This is an optimization exercise on Yosys and OpenROAD, whose aim is small area, not a production implementation.
At most, simulation tests tie the RTL to the original design; equivalence was not proved.
No activity file was given, so power comes from the tool's default toggle rates.

==> v6: inputs <==
// top
module top(
	   input wire 	     clk,
	   input wire 	     rst,
	   input wire 	     btn0,
	   input wire 	     rx_bluetooth,
	   input wire 	     rx_husky,
	   input wire [15:0] adc_data,
	   input wire 	     adc_drdy,
	   input wire 	     echo,
	   output wire 	     tx_bluetooth,
	   output wire 	     tx_husky,
	   output wire 	     tx_pc,
	   output wire 	     A_1A,
	   output wire 	     A_1B,
	   output wire 	     B_1A,
	   output wire 	     B_1B,
	   output wire [3:0] led,
	   output wire 	     right_pwm_r,
	   output wire 	     right_pwm_g,
	   output wire 	     right_pwm_b,
	   output wire 	     left_pwm_r,
	   output wire 	     left_pwm_g,
	   output wire 	     left_pwm_b,
	   output wire 	     trig,
	   output wire 	     buzzer,
	   output wire 	     adc_den
	   );
   assign tx_pc = rx_husky;
   reg [7:0] pwm_cnt;
   always @(posedge clk) pwm_cnt <= rst ? 8'd0 : pwm_cnt + 8'd1;
   wire       bt_done;
   wire [7:0] bt_data;
   uart_rx bt_rx(.clk(clk), .rst(rst), .rx(rx_bluetooth), .rx_done(bt_done), .rx_data(bt_data));
  ...
Settings: LEC_CHECK=0, CAP_MARGIN=20, CORE_MARGIN=2, CORE_UTILIZATION=40, CTS_BUF_LIST=sky130_fd_sc_hd__clkbuf_8, CTS_CLUSTER_DIAMETER=60, CTS_CLUSTER_SIZE=16, SLEW_MARGIN=20; clock period 40.0 ns.
run.sh (not shown) runs the stock make flow with config.mk's settings and CLKGATE_MAP_FILE= SYNTH_SCRIPT=/design/flow/synth_recipe.tcl, a recipe that flattens the netlist after the stock synthesis.
==> v30: changes against v6 <==
--- a/flow/design.v
+++ b/flow/design.v
@@ -1,63 +1,75 @@
-module uart_rx(
+module uart_rx #(
+    parameter KEEP = 1           
+)(
     input  wire       clk,
     input  wire       rst,
     input  wire       rx,
     output wire       rx_done,
-    output wire [7:0] rx_data
+    output wire [7:0] rx_data,
+    output wire       rx_sample,   
+    output wire       rx_bit,
+    output wire [2:0] rx_idx       
 );
     reg        rx_temp;
     reg        active;     
     reg [3:0]  bc;
     reg [10:0] div;
     reg [7:0]  sh;
     wire tick = div == 11'h7fc;
     wire baud = active && tick;
     assign rx_done = active && bc == 4'd12;
-    assign rx_data = sh;
+    assign rx_data = KEEP ? sh : 8'd0;
+    assign rx_sample = baud && bc != 4'd0 && bc != 4'd9;
+    assign rx_bit = rx_temp;
+    assign rx_idx = bc[2:0] - 3'd1;
     always @(posedge clk) begin
         rx_temp <= rst | rx;
         if (rst)
             active <= 1'b0;
         else if (!active)
             active <= !rx_temp;
         else if (bc == 4'd12)
             active <= 1'b0;
         if (!active)
             bc <= 4'd0;
         else if (bc >= 4'd10 || baud)
             bc <= bc + 4'd1;
         div <= !active ? 11'd0 : tick ? 11'h439 : {div[9:0], ~(div[10] ^ div[8])};
-        if (baud && bc != 4'd9)
+        if (KEEP && baud && bc != 4'd9)
             sh <= {rx_temp, sh[7:1]};
     end
 endmodule
 module uart_tx #(
     parameter DLY = 0           
 )(
     input  wire       clk,
     input  wire       rst,
     input  wire       start,    
     input  wire       last,     
     input  wire [7:0] data,     
     output wire       load,     
     output wire       next,     
     output wire       done,     
+    output wire       bit_done,  
+    output wire [3:0] bit_idx,   
     output wire       tx
 );
     localparam S_IDLE = 3'd0, S_BUILD = 3'd1, S_LOAD = 3'd2, S_SEND = 3'd3,
                S_TRANS = 3'd4, S_WAIT = 3'd5, S_DONE = 3'd6, S_PRE = 3'd7;
     reg [2:0]  state;
     reg [10:0] div;
     reg [3:0]  bc;
     wire trans = state == S_TRANS;
     wire tick  = div == 11'h001;
     assign load = state == S_LOAD;
     assign next = state == S_WAIT && !last;
     assign done = state == S_DONE;
+    assign bit_idx = bc;
+    assign bit_done = trans && tick && bc >= 4'd2 && bc <= 4'd9;
     reg bit_out;
     always @(*) begin
         case (bc)
             4'd1: bit_out = 1'b0;
             4'd2: bit_out = data[0];
             4'd3: bit_out = data[1];
             4'd4: bit_out = data[2];
@@ -116,15 +128,16 @@
 	   output wire 	     adc_den
 	   );
    assign tx_pc = rx_husky;
    reg [7:0] pwm_cnt;
    always @(posedge clk) pwm_cnt <= rst ? 8'd0 : pwm_cnt + 8'd1;
    wire       bt_done;
    wire [7:0] bt_data;
-   uart_rx bt_rx(.clk(clk), .rst(rst), .rx(rx_bluetooth), .rx_done(bt_done), .rx_data(bt_data));
+   uart_rx bt_rx(.clk(clk), .rst(rst), .rx(rx_bluetooth), .rx_done(bt_done), .rx_data(bt_data),
+                 .rx_sample(), .rx_bit(), .rx_idx());
    localparam [2:0] MAN_STOP = 3'b000, MAN_AUTO = 3'b001, MAN_F = 3'b111,
                     MAN_B = 3'b100, MAN_L = 3'b101, MAN_R = 3'b110;
    reg        periodic;
    reg [2:0]  man;
    reg        prev_v;
    reg        arrow_en;
    reg        bt_pd;       
@@ -190,77 +203,97 @@
         3'd2: h_byte = 8'h11;
         3'd3: h_byte = 8'h00;
         3'd4: h_byte = {2'b00, |hsnap, 1'b0, hsnap[0], |hsnap, 1'b0, hsnap[1]};
         default: h_byte = {2'b00, |hsnap, 1'b1, hsnap[0], |hsnap, 1'b0, hsnap[1]};
       endcase
    end
    uart_tx h_tx(.clk(clk), .rst(rst), .start(|hcmd), .last(hidx == 3'd5), .data(h_byte),
-                .load(h_load), .next(h_next), .done(h_done), .tx(tx_husky));
+                .load(h_load), .next(h_next), .done(h_done), .bit_done(), .bit_idx(), .tx(tx_husky));
    always @(posedge clk) begin
       if (rst || h_done) hidx <= 3'd0;
       else if (h_next)   hidx <= hidx + 3'd1;
       if (h_load) hsnap <= hcmd;
    end
    wire       hu_done;
-   wire [7:0] hu_data;
-   uart_rx hu_rx(.clk(clk), .rst(rst), .rx(rx_husky), .rx_done(hu_done), .rx_data(hu_data));
+   wire       hu_sample, hu_bit;
+   wire [2:0] hu_idx;
+   uart_rx #(.KEEP(0)) hu_rx(.clk(clk), .rst(rst), .rx(rx_husky), .rx_done(hu_done), .rx_data(),
+                 .rx_sample(hu_sample), .rx_bit(hu_bit), .rx_idx(hu_idx));
    localparam [3:0] P_IDLE = 4'd0, P_H1 = 4'd1, P_H2 = 4'd2, P_ADDR = 4'd3, P_LEN = 4'd4,
                     P_CMD = 4'd5, P_DL = 4'd7, P_DW = 4'd8, P_SEND = 4'd9, P_SW = 4'd10;
    reg [3:0] pst;
    reg       lag;
    reg [3:0] pcnt;       
-   reg [7:0] buf0, buf1, buf2, buf3, buf4, buf5, buf6, buf7;
    localparam [2:0] D_NONE = 3'd0, D_F = 3'd1, D_B = 3'd2, D_L = 3'd3, D_R = 3'd4;
    reg [2:0] dmode;
    wire      bt_req_done;
-   wire p_act   = !lag;
-   wire p_shift = p_act && pst == P_DW && hu_done && !pcnt[3];
-   wire p_rot   = p_act && pst == P_SW && bt_req_done;
-   reg       d_bor, d_lo, near;
-   wire      d_hi = !pcnt[0];
-   wire [8:0] d_diff = {d_hi & buf0[7], buf0} - {d_hi & buf4[7], buf4} - {8'd0, d_hi & d_bor};
-   wire      d_lo_ok = d_diff[7:0] != 8'd0 && d_diff[7:0] < 8'd30;
+   wire      bt_bit_done;
+   wire p_act = !lag;
+   reg        hu_match;
+   reg  [7:0] hu_want;
+   always @(*) begin
+      case (pst)
+        P_H1:    hu_want = 8'hAA;
+        P_H2:    hu_want = 8'h11;
+        P_CMD:   hu_want = 8'h2B;
+        default: hu_want = 8'h55;
+      endcase
+   end
+   wire hu_bit_ok = hu_bit == hu_want[hu_idx];
+   always @(posedge clk)
+     if (hu_sample) hu_match <= (hu_idx == 3'd0 || hu_match) && hu_bit_ok;
+   reg  [63:0] ring;
+   wire r_load = hu_sample && (pst == P_DL || pst == P_DW) && !pcnt[3];
+   wire r_rot  = bt_bit_done;
+   always @(posedge clk)
+     if (r_load || r_rot) ring <= {r_load ? hu_bit : ring[0], ring[63:1]};
+   reg       s_bor, s_nz, s_ones, s_hz, near;
+   wire [3:0] s_bc;
+   wire      s_on    = r_rot && pcnt <= 4'd4;
+   wire      s_first = pcnt[0] && s_bc == 4'd2;          
+   wire      s_low   = pcnt[0] && s_bc <= 4'd6;          
+   wire      s_last  = !pcnt[0] && s_bc == 4'd9;         
+   wire      s_a = ring[0], s_b = ring[32];
+   wire      s_bin  = !s_first && s_bor;
+   wire      s_d    = s_a ^ s_b ^ s_bin;
+   wire      s_bout = (!s_a && s_b) || (!(s_a ^ s_b) && s_bin);
+   wire      s_nz_n   = (!s_first && s_nz) || (s_low && s_d);
+   wire      s_ones_n = (s_first || s_ones) && (!s_low || s_first || s_d);
+   wire      s_hz_n   = (!s_first && s_hz) || (!s_low && s_d) || (s_last && (s_a ^ s_b ^ s_bout));
    always @(posedge clk) begin
-      if (p_rot && pcnt <= 4'd4) begin
-         if (!d_hi) begin
-            d_bor <= d_diff[8];
-            d_lo  <= d_lo_ok;
-         end else
-           near <= (pcnt[2] ? near : 1'b1) && d_lo && d_diff == 9'd0;
+      if (s_on) begin
+         s_bor  <= s_bout;
+         s_nz   <= s_nz_n;
+         s_ones <= s_ones_n;
+         s_hz   <= s_hz_n;
+         if (s_last) near <= (pcnt[2] ? near : 1'b1) && s_nz_n && !s_ones_n && !s_hz_n;
       end
    end
-   wire [15:0] tx_ = {buf6, buf5};
-   wire [15:0] ty_ = {buf0, buf7};
+   wire [15:0] tx_ = ring[47:32];
+   wire [15:0] ty_ = ring[63:48];
    wire f_en = tx_ > 16'd100 && tx_ < 16'd200 && ty_ <= 16'd130;
    wire b_en = tx_ > 16'd100 && tx_ < 16'd200 && ty_ > 16'd130 && ty_ < 16'd200;
    wire l_en = tx_ < 16'd101;
    wire susp = (ty_ > 16'd200 && ty_ < 16'd240) || near;
    wire r_en = tx_ > 16'd199 || susp;
    wire [2:0] new_mode = f_en ? D_F : b_en ? D_B : l_en ? D_L : r_en ? D_R : D_NONE;
    always @(posedge clk) begin
-      if (p_shift || p_rot) begin
-         buf0 <= buf1; buf1 <= buf2; buf2 <= buf3; buf3 <= buf4;
-         buf4 <= buf5; buf5 <= buf6; buf6 <= buf7;
-         buf7 <= p_shift ? hu_data : buf0;
-      end
-   end
-   always @(posedge clk) begin
       if (rst) begin
          pst      <= P_IDLE;
          lag      <= 1'b0;
          dmode    <= D_L;
       end else begin
          lag      <= 1'b0;
          if (p_act) case (pst)
-           P_IDLE: if (hu_done && hu_data == 8'h55) begin pst <= P_H1; lag <= 1'b1; end
-           P_H1:   if (hu_done && hu_data == 8'hAA) begin pst <= P_H2; lag <= 1'b1; end
-           P_H2:   if (hu_done && hu_data == 8'h11) begin pst <= P_ADDR; lag <= 1'b1; end
+           P_IDLE: if (hu_done && hu_match) begin pst <= P_H1; lag <= 1'b1; end
+           P_H1:   if (hu_done && hu_match) begin pst <= P_H2; lag <= 1'b1; end
+           P_H2:   if (hu_done && hu_match) begin pst <= P_ADDR; lag <= 1'b1; end
            P_ADDR: if (hu_done) begin pst <= P_LEN; lag <= 1'b1; end
            P_LEN:  if (hu_done) begin pst <= P_CMD; lag <= 1'b1; end
-           P_CMD:  if (hu_done && hu_data == 8'h2B) begin pst <= P_DL; lag <= 1'b1; pcnt <= 4'd0; end
+           P_CMD:  if (hu_done && hu_match) begin pst <= P_DL; lag <= 1'b1; pcnt <= 4'd0; end
            P_DL:   begin pst <= P_DW; lag <= 1'b1; end
            P_DW:   if (hu_done) begin
               lag <= 1'b1;
               if (pcnt == 4'd9) begin pst <= P_SEND; pcnt <= 4'd1; end
               else begin pst <= P_DL; pcnt <= pcnt + 4'd1; end
            end
            P_SEND: begin pst <= P_SW; lag <= 1'b1; end
@@ -270,16 +303,16 @@
               else begin pst <= P_SEND; pcnt <= pcnt + 4'd1; end
            end
            default: ;
          endcase
       end
    end
    wire bt_start = (p_act && pst == P_SEND) || (lag && pst == P_SW);
-   uart_tx #(.DLY(1)) bt_tx(.clk(clk), .rst(rst), .start(bt_start), .last(1'b1), .data(buf0),
-                 .load(), .next(), .done(bt_req_done), .tx(tx_bluetooth));
+   uart_tx #(.DLY(1)) bt_tx(.clk(clk), .rst(rst), .start(bt_start), .last(1'b1), .data({8{ring[0]}}),
+                 .load(), .next(), .done(bt_req_done), .bit_done(bt_bit_done), .bit_idx(s_bc), .tx(tx_bluetooth));
    localparam [2:0] A_STOP = 3'b000, A_F = 3'b111, A_B = 3'b100, A_L = 3'b101, A_R = 3'b110;
    reg        turn_phase;
    reg [16:0] dpre;
    reg [4:0]  dq;
    reg [2:0]  auto_st;
    reg        d_clr, d_inc;
    wire [2:0] a_dir = dmode == D_L ? A_L : A_R;
==> v10: changes against v6 <==
--- a/flow/design.v
+++ b/flow/design.v
@@ -27,29 +27,27 @@
         else if (bc >= 4'd10 || baud)
             bc <= bc + 4'd1;
         div <= !active ? 11'd0 : tick ? 11'h439 : {div[9:0], ~(div[10] ^ div[8])};
         if (baud && bc != 4'd9)
             sh <= {rx_temp, sh[7:1]};
     end
 endmodule
-module uart_tx #(
-    parameter DLY = 0           
-)(
+module uart_tx(
     input  wire       clk,
     input  wire       rst,
     input  wire       start,    
     input  wire       last,     
     input  wire [7:0] data,     
     output wire       load,     
     output wire       next,     
     output wire       done,     
     output wire       tx
 );
     localparam S_IDLE = 3'd0, S_BUILD = 3'd1, S_LOAD = 3'd2, S_SEND = 3'd3,
-               S_TRANS = 3'd4, S_WAIT = 3'd5, S_DONE = 3'd6, S_PRE = 3'd7;
+               S_TRANS = 3'd4, S_WAIT = 3'd5, S_DONE = 3'd6;
     reg [2:0]  state;
     reg [10:0] div;
     reg [3:0]  bc;
     wire trans = state == S_TRANS;
     wire tick  = div == 11'h001;
     assign load = state == S_LOAD;
     assign next = state == S_WAIT && !last;
@@ -70,22 +68,21 @@
         endcase
     end
     assign tx = !trans || bit_out;
     always @(posedge clk) begin
         if (rst)
             state <= S_IDLE;
         else case (state)
-            S_IDLE:  if (start) state <= DLY ? S_PRE : S_BUILD;
-            S_PRE:   state <= S_BUILD;
+            S_IDLE:  if (start) state <= S_BUILD;
             S_BUILD: state <= S_LOAD;
             S_LOAD:  state <= S_SEND;
             S_SEND:  state <= S_TRANS;
             S_TRANS: if (bc == 4'd10 && tick) state <= S_WAIT;
             S_WAIT:  state <= last ? S_DONE : S_LOAD;
-            default: state <= S_IDLE;    
+            default: state <= S_IDLE;
         endcase
         div <= !trans ? 11'd0 : tick ? 11'h329 : {div[9:0], ~(div[10] ^ div[8])};
         bc  <= !trans ? 4'd0 : bc + {3'd0, tick};
     end
 endmodule
 `timescale 1ns / 1ps
 module top(
@@ -205,14 +202,15 @@
    uart_rx hu_rx(.clk(clk), .rst(rst), .rx(rx_husky), .rx_done(hu_done), .rx_data(hu_data));
    localparam [3:0] P_IDLE = 4'd0, P_H1 = 4'd1, P_H2 = 4'd2, P_ADDR = 4'd3, P_LEN = 4'd4,
                     P_CMD = 4'd5, P_DL = 4'd7, P_DW = 4'd8, P_SEND = 4'd9, P_SW = 4'd10;
    reg [3:0] pst;
    reg       lag;
    reg [3:0] pcnt;       
    reg [7:0] buf0, buf1, buf2, buf3, buf4, buf5, buf6, buf7;
+   reg       bt_start;
    localparam [2:0] D_NONE = 3'd0, D_F = 3'd1, D_B = 3'd2, D_L = 3'd3, D_R = 3'd4;
    reg [2:0] dmode;
    wire      bt_req_done;
    wire p_act   = !lag;
    wire p_shift = p_act && pst == P_DW && hu_done && !pcnt[3];
    wire p_rot   = p_act && pst == P_SW && bt_req_done;
    reg       d_bor, d_lo, near;
@@ -243,16 +241,18 @@
          buf7 <= p_shift ? hu_data : buf0;
       end
    end
    always @(posedge clk) begin
       if (rst) begin
          pst      <= P_IDLE;
          lag      <= 1'b0;
+         bt_start <= 1'b0;
          dmode    <= D_L;
       end else begin
+         bt_start <= (p_act && pst == P_SEND) || (lag && pst == P_SW);
          lag      <= 1'b0;
          if (p_act) case (pst)
            P_IDLE: if (hu_done && hu_data == 8'h55) begin pst <= P_H1; lag <= 1'b1; end
            P_H1:   if (hu_done && hu_data == 8'hAA) begin pst <= P_H2; lag <= 1'b1; end
            P_H2:   if (hu_done && hu_data == 8'h11) begin pst <= P_ADDR; lag <= 1'b1; end
            P_ADDR: if (hu_done) begin pst <= P_LEN; lag <= 1'b1; end
            P_LEN:  if (hu_done) begin pst <= P_CMD; lag <= 1'b1; end
@@ -269,16 +269,15 @@
               if (pcnt == 4'd8) begin pst <= P_IDLE; dmode <= new_mode; end
               else begin pst <= P_SEND; pcnt <= pcnt + 4'd1; end
            end
            default: ;
          endcase
       end
    end
-   wire bt_start = (p_act && pst == P_SEND) || (lag && pst == P_SW);
-   uart_tx #(.DLY(1)) bt_tx(.clk(clk), .rst(rst), .start(bt_start), .last(1'b1), .data(buf0),
+   uart_tx bt_tx(.clk(clk), .rst(rst), .start(bt_start), .last(1'b1), .data(buf0),
                  .load(), .next(), .done(bt_req_done), .tx(tx_bluetooth));
    localparam [2:0] A_STOP = 3'b000, A_F = 3'b111, A_B = 3'b100, A_L = 3'b101, A_R = 3'b110;
    reg        turn_phase;
    reg [16:0] dpre;
    reg [4:0]  dq;
    reg [2:0]  auto_st;
    reg        d_clr, d_inc;
@@ -344,52 +343,47 @@
          end else
            epre <= {epre[10:0], ~(epre[11] ^ epre[5] ^ epre[3] ^ epre[0])};
       end
       if (rst) obstacle <= 1'b0;
       else if (efall) obstacle <= eunits < 3'd4;
    end
    reg [2:0]  bp;
-   reg [13:0] tpos;
-   reg [7:0]  ba;
-   reg [2:0]  lvl;
+   reg [16:0] bpre;      
+   reg [4:0]  bq;        
    reg        tone_en;
+   reg [13:0] tone_cnt;  
    reg        buzz;
-   reg        lvl_hit;      
+   reg        beep_ge;
    always @(*) begin
-      case (lvl)
-        3'd0: lvl_hit = ba == 8'h3d && tpos == 14'h34ff;    
-        3'd1: lvl_hit = ba == 8'hcb && tpos == 14'h0e4b;    
-        3'd2: lvl_hit = ba == 8'hed && tpos == 14'h3ccc;    
-        3'd3: lvl_hit = ba == 8'ha9 && tpos == 14'h3a93;    
-        3'd4: lvl_hit = ba == 8'h2d && tpos == 14'h0936;    
-        default: lvl_hit = 1'b0;
+      case (bp)
+        3'd0: beep_ge = 1'b1;
+        3'd1: beep_ge = bq >= 5'd1;
+        3'd2: beep_ge = bq >= 5'd3;
+        3'd3: beep_ge = bq >= 5'd6;
+        3'd4: beep_ge = bq >= 5'd12;
+        default: beep_ge = bq >= 5'd24;
       endcase
    end
    wire beep_off = bp[2] & bp[1];
-   wire beep_ge  = lvl >= bp;
-   wire tpos_0   = tpos == 14'd0;
-   wire tpos_end = tpos == 14'h2751;
    always @(posedge clk) begin
       if (rst) bp <= 3'd0;
       else if (fell) bp <= eunits[2:1] == 2'b00 ? 3'd1 : eunits;
       if (rst || beep_off || beep_ge) begin
-         tpos <= 14'd0;
-         ba   <= 8'd0;
-         lvl  <= 3'd0;
-      end else begin
-         if (tpos_end) begin
-            tpos <= 14'd0;
-            ba   <= {ba[6:0], ~(ba[7] ^ ba[5] ^ ba[4] ^ ba[3])};
-         end else
-           tpos <= {tpos[12:0], ~(tpos[13] ^ tpos[4] ^ tpos[2] ^ tpos[0])};
-         if (lvl_hit) lvl <= lvl + 3'd1;
-      end
+         bpre <= 17'd0;
+         bq   <= 5'd0;
+      end else if (bpre == 17'h0546b) begin
+         bpre <= 17'd0;
+         bq   <= bq + 5'd1;
+      end else
+        bpre <= {bpre[15:0], ~(bpre[16] ^ bpre[13])};
       if (rst || beep_off) tone_en <= 1'b0;
       else if (beep_ge) tone_en <= !tone_en;
-      buzz <= !rst && tone_en && (tpos_0 || (buzz && tpos != 14'h11d7));
+      tone_cnt <= (rst || !tone_en || tone_cnt == 14'h2751) ? 14'd0
+                  : {tone_cnt[12:0], ~(tone_cnt[13] ^ tone_cnt[4] ^ tone_cnt[2] ^ tone_cnt[0])};
+      buzz     <= !rst && tone_en && (tone_cnt == 14'd0 || (buzz && tone_cnt != 14'h11d7));
    end
    assign buzzer = buzz;
    wire is_auto = man == MAN_AUTO;
    wire thr = auto_st[1] ? (auto_st[0] ? pwm_cnt < 8'd185 : pwm_cnt < 8'd200)
                          : (auto_st[0] ? pwm_cnt < 8'd200 : pwm_cnt < 8'd180);
    wire m_on = is_auto ? (auto_st[2] && !obstacle && thr) : man[2];
    wire m_u  = is_auto ? auto_st[1] : man[1];
==> flow/config.mk (replaced) <==
export PLATFORM = sky130hd
export DESIGN_NAME = top
export DESIGN_NICKNAME = top
export VERILOG_FILES = /design/flow/design.v
export SDC_FILE = /design/flow/constraint.sdc
export NUM_CORES = 4
export LEC_CHECK = 0
export CAP_MARGIN = 20
export CORE_MARGIN = 2
export CORE_UTILIZATION = 40
export SLEW_MARGIN = 20
==> comparison table <==
metric	v30	v6	v10
Result of the run	finished clean	finished clean	finished clean
Slew at the pin closest to its max-slew limit	873.8 ps	868.7 ps	1011 ps
Max Clock Freq	58.81 MHz	58.82 MHz	58.83 MHz
Inserted Clock Buffers	25	30	37
Share of cell area taken by flip-flops and latches	49.02%	47.14%	47.26%
Cell variety after synth	76	89	74
GPL Wtd Cong	0.8170	0.8428	0.8142
Half-perimeter wire length of the detailed placement result	16410 microns	18640 microns	17460 microns
Register area share after synthesis	53.29%	51.75%	53.45%
Post-synthesis share of cell area spent on and, or, nand and nor gates	23.07%	22.32%	22.37%
Core ar.	34370 sq um	35740 sq um	35740 sq um
Final hold slack	423.4 ps	422.0 ps	415.8 ps
Synthesized Nets	1443	1523	1515
Flip-flop and latch power	0.357 mW	0.354 mW	0.367 mW
Tmin final	17000 ps	17000 ps	17000 ps
Ratio of cells with drive above 1 in the final layout	4.435%	5.619%	5.585%
Syn Std Cell Area	13900 sq um	14600 sq um	14590 sq um
Clock Latency Late Sink	570 ps	620 ps	520 ps
CTS HTree Levels	1	1	2
Chip width	190.4 microns	195.1 microns	195.0 microns
Area taken by flip-flops and latches	7407 sq um	7557 sq um	7797 sq um
Static Leakage	5.327 nW	5.862 nW	6.153 nW
Adder and majority gate portion of the synthesized area	5.455%	6.151%	5.729%
Worst IR Drop VDD	19.60 uV	21.72 uV	32.46 uV
Number of flops mapped to enable cells by yosys	84	89	89
Area added between synthesis and finish	8.705%	9.767%	13.10%
No functional check of the RTL was part of v6.

==> re-timing with driven ports <==
How much do the figures lean on ideal ports? The routed layouts below were timed once more, with nothing changed but the port constraints. Step 1 assumes that a clkbuf_16 drives the clock port and a buf_2 every other input. Step 2 times the ports against the registers' clock, not the clock port: input delays grow and output delays shrink by t, the midpoint of the rising clock arrivals with the driver on. a / b / c = ideal ports / drivers / drivers and shift; a / b = the first two.
| run | t (ns) | setup WS [ns] | clock arrival spread, ns | slew at the worst register clock pin (ns) | worst data-port slew with drivers (ns) |
|---|---|---|---|---|---|
| v6 | 0.659 | 23.000 / 22.977 / 22.977 | 0.034 / 0.033 | 0.10 / 0.10 | 0.06 |
| v30 | 0.601 | 22.996 / 22.974 / 22.974 | 0.023 / 0.024 | 0.11 / 0.11 | 0.03 |
| v10 | 0.557 | 23.003 / 22.982 / 22.982 | 0.027 / 0.027 | 0.06 / 0.06 | 0.03 |
After both steps every run listed still meets setup and hold. The setup slack of v6, which loses most, moves by -0.023 ns with the drivers and by -0.023 ns with both steps.
